Background: an optimization exercise with open tools, aiming at small area and a short achievable clock period. Do not read the settings as production practice.
Only simulation tests tie the RTL to the original design; equivalence was not proved.
Power is estimated from default activity; no workload was simulated.

rev 12:
// mipscore
module mipscore(
	input       [32-1:0]         rom_data_i,
	output      [32-1:0]     rom_addr_o,
	output                                  rom_ce_o,
    output [32-1:0]          mem_addr_o,
	output                                  mem_we_o,
	output [3:0]				            mem_sel_o,
	output [32-1:0]                  mem_data_o,
	output                                  mem_ce_o,
	input  [32-1:0]                  mem_data_i,
	input [5:0]                             int_i,
    output                                  timer_int_o,
	input	                                clk,
    input                                   rst_n
);
Size: ~16,000 cells after synthesis, ~1,900 flip-flops, ~180 I/O pins, ~130,000 um^2 of cells after synthesis.
export LEC_CHECK = 0
export ABC_AREA = 1
export CAP_MARGIN = 20
export CELL_PAD_IN_SITES_DETAIL_PLACEMENT = 1
export CELL_PAD_IN_SITES_GLOBAL_PLACEMENT = 2
export CORE_MARGIN = 2
export CORE_UTILIZATION = 30
export PLACE_DENSITY = 0.45
export SLEW_MARGIN = 20
create_clock -name core_clock -period 20.0 [get_ports {clk}]
standard.sh (not shown) runs the stock make flow with config.mk's settings and CLKGATE_MAP_FILE= SYNTH_SCRIPT=/design/flow/synth_recipe.tcl, a recipe that flattens the netlist after the stock synthesis.
==> flow/flow/run.sh <==
#!/bin/bash
# Own flow: the standard layout (standard.sh: unchanged synthesis and steps), with
#  - the resizer's setup repair aiming for a margin below the clock period, so that it
#    sizes and buffers the longest paths instead of stopping once 20 ns is met, and
#    free to resize cells to any footprint;
#  - every input and output port still buffered, with buf_4 instead of a delay buffer;
#  - the instruction-word input pins placed next to rom_ce_o, which is combinational in
#    them, and the fetch-address output pins kept together.
set -euo pipefail
bash standard.sh SETUP_SLACK_MARGIN=10 TNS_END_PERCENT=5 MATCH_CELL_FOOTPRINT=0 \
  "BUFFER_PORTS_ARGS=-inputs -outputs -buffer_cell sky130_fd_sc_hd__buf_4" \
  "PLACE_PINS_ARGS=-group_pins {rom_ce_o rom_data_i[0] rom_data_i[1] rom_data_i[2] rom_data_i[3] rom_data_i[4] rom_data_i[5] rom_data_i[6] rom_data_i[7] rom_data_i[8] rom_data_i[9] rom_data_i[10] rom_data_i[11] rom_data_i[12] rom_data_i[13] rom_data_i[14] rom_data_i[15] rom_data_i[16] rom_data_i[17] rom_data_i[18] rom_data_i[19] rom_data_i[20] rom_data_i[21] rom_data_i[22] rom_data_i[23] rom_data_i[24] rom_data_i[25] rom_data_i[26] rom_data_i[27] rom_data_i[28] rom_data_i[29] rom_data_i[30] rom_data_i[31]} -group_pins {rom_addr_o[0] rom_addr_o[1] rom_addr_o[2] rom_addr_o[3] rom_addr_o[4] rom_addr_o[5] rom_addr_o[6] rom_addr_o[7] rom_addr_o[8] rom_addr_o[9] rom_addr_o[10] rom_addr_o[11] rom_addr_o[12] rom_addr_o[13] rom_addr_o[14] rom_addr_o[15] rom_addr_o[16] rom_addr_o[17] rom_addr_o[18] rom_addr_o[19] rom_addr_o[20] rom_addr_o[21] rom_addr_o[22] rom_addr_o[23] rom_addr_o[24] rom_addr_o[25] rom_addr_o[26] rom_addr_o[27] rom_addr_o[28] rom_addr_o[29] rom_addr_o[30] rom_addr_o[31]}" \
  finish > standard_flow.log 2>&1
The following lists how rev 13 was set up differently from rev 12:
--- a/flow/design.v
+++ b/flow/design.v
@@ -5166,23 +5166,23 @@
 	output [3:0]				          mem_sel_o,
 	output [32-1:0]                mem_data_o,
 	output                                mem_ce_o,
 	input  [32-1:0]                mem_data_i,
     input 								  clk,
     input   							  rst_n
 );
 wire [8-1:0]            last_aluop_i;
 wire [32-1:0]         last_ex_addr_i;
 wire [32-1:0]                 last_reg2_i;
-gnrl_dffl #(8) aluop_dffr (1'b1,aluop_i, last_aluop_i, clk);
-gnrl_dffl #(32) ex_addr_dffr (1'b1,ex_addr_i, last_ex_addr_i, clk);
-gnrl_dffl #(32) reg2_dffr (1'b1,reg2_i, last_reg2_i, clk);
+gnrl_dfflr #(8) aluop_dffr (1'b1,aluop_i, last_aluop_i, clk, rst_n);
+gnrl_dfflr #(32) ex_addr_dffr (1'b1,ex_addr_i, last_ex_addr_i, clk, rst_n);
+gnrl_dfflr #(32) reg2_dffr (1'b1,reg2_i, last_reg2_i, clk, rst_n);
 wire is_lb = aluop_i == 8'b00100000;
 wire is_lbu = aluop_i == 8'b00100100;
 wire is_lh = aluop_i == 8'b00100001;
 wire is_lhu = aluop_i == 8'b00100101;
 wire is_lw = aluop_i == 8'b00100011;
 wire is_lwl = aluop_i == 8'b00100010;
 wire is_lwr = aluop_i == 8'b00100110;
 wire is_ll = aluop_i == 8'b00110000;
 wire is_load = is_lb|is_lbu|is_lh|is_lhu|is_lw|is_lwl|is_lwr|is_ll;
 wire is_sb = aluop_i == 8'b00101000;
@@ -5309,21 +5309,21 @@
 	output [32-1:0]	       pc_next,
 	output                                 is_slot,
     input 										clk,
 	input 										rst_n
 );
 wire mem_wb_en;
 assign mem_wb_en = (~pause[4]);
 wire rst_clear_n = ~is_exception;
 wire [32-1:0]	       mem_pc_last;
 wire is_new_pc = (mem_pc!=mem_pc_last)&(~ex_to_pausereq);
-gnrl_dffl #(32)              pc_dfflr ((~ex_to_pausereq), mem_pc, mem_pc_last, clk);
+gnrl_dfflr #(32)             pc_dfflr ((~ex_to_pausereq), mem_pc, mem_pc_last, clk, rst_n);
 gnrl_dffl #(5)       wd_dfflr (mem_wb_en, mem_wd, wb_wd, clk);
 wire wb_wreg_r;
 assign wb_wreg = wb_wreg_r; 
 gnrl_dfflr #(1)                     wreg_dfflr (mem_wb_en, mem_wreg, wb_wreg_r, clk, rst_n);
 wire [64-1:0] wb_wsum_s;
 wire [64-1:0] wb_wsum_c;
 gnrl_dffl #(64)        wsum_s_dfflr (mem_wb_en, mem_wsum_s, wb_wsum_s, clk);
 gnrl_dffl #(64)        wsum_c_dfflr (mem_wb_en, mem_wsum_c, wb_wsum_c, clk);
 wire [64-1:0] wb_wsum = wb_wsum_s + wb_wsum_c;
 assign wb_wdata = wb_wsum[31:0];
## What came out
NOTE pin count of the biggest net entering global routing rev 12->rev 13 decreased by more than a quarter. Compared with rev 12, in rev 13 routed wire length down 8.2 mm, cell area did not really move, clock buffer count in the final layout climbed 21, part of the total power dissipated in the clock network increased 1.9 points. Post-cts resize count, rev 13 vs rev 12: up by more than 100%.

afterwards: timing with drivers on the ports:
Ports are ideal in the flow. The routed layouts listed here were re-timed in OpenROAD. Step 1 (the two cells are an assumption about what drives the block):
set clk [get_ports {clk}]
set_driving_cell -lib_cell sky130_fd_sc_hd__clkbuf_16 $clk
set_driving_cell -lib_cell sky130_fd_sc_hd__buf_2 [delete_from_list [all_inputs] $clk]
Step 2 also shifts input and output timing later by t, the mid clock arrival at the registers, as if the neighbouring blocks saw the same clock. a / b / c = no drivers / after step 1 / after step 2; a / b = the first two.
run | t, ns | setup slack, ns | latest minus earliest clock arrival (ns) | cell pins on the clock port's net
rev 12 | 1.099 | 9.956 / 9.908 / 9.908 | 0.180 / 0.181 | 1
rev 13 | 1.079 | 9.973 / 9.723 / 9.723 | 0.173 / 0.173 | 1
After both steps every run listed still meets setup and hold. For rev 13, which loses most, drivers alone change the setup slack by -0.250 ns; drivers and shift together by -0.250 ns.
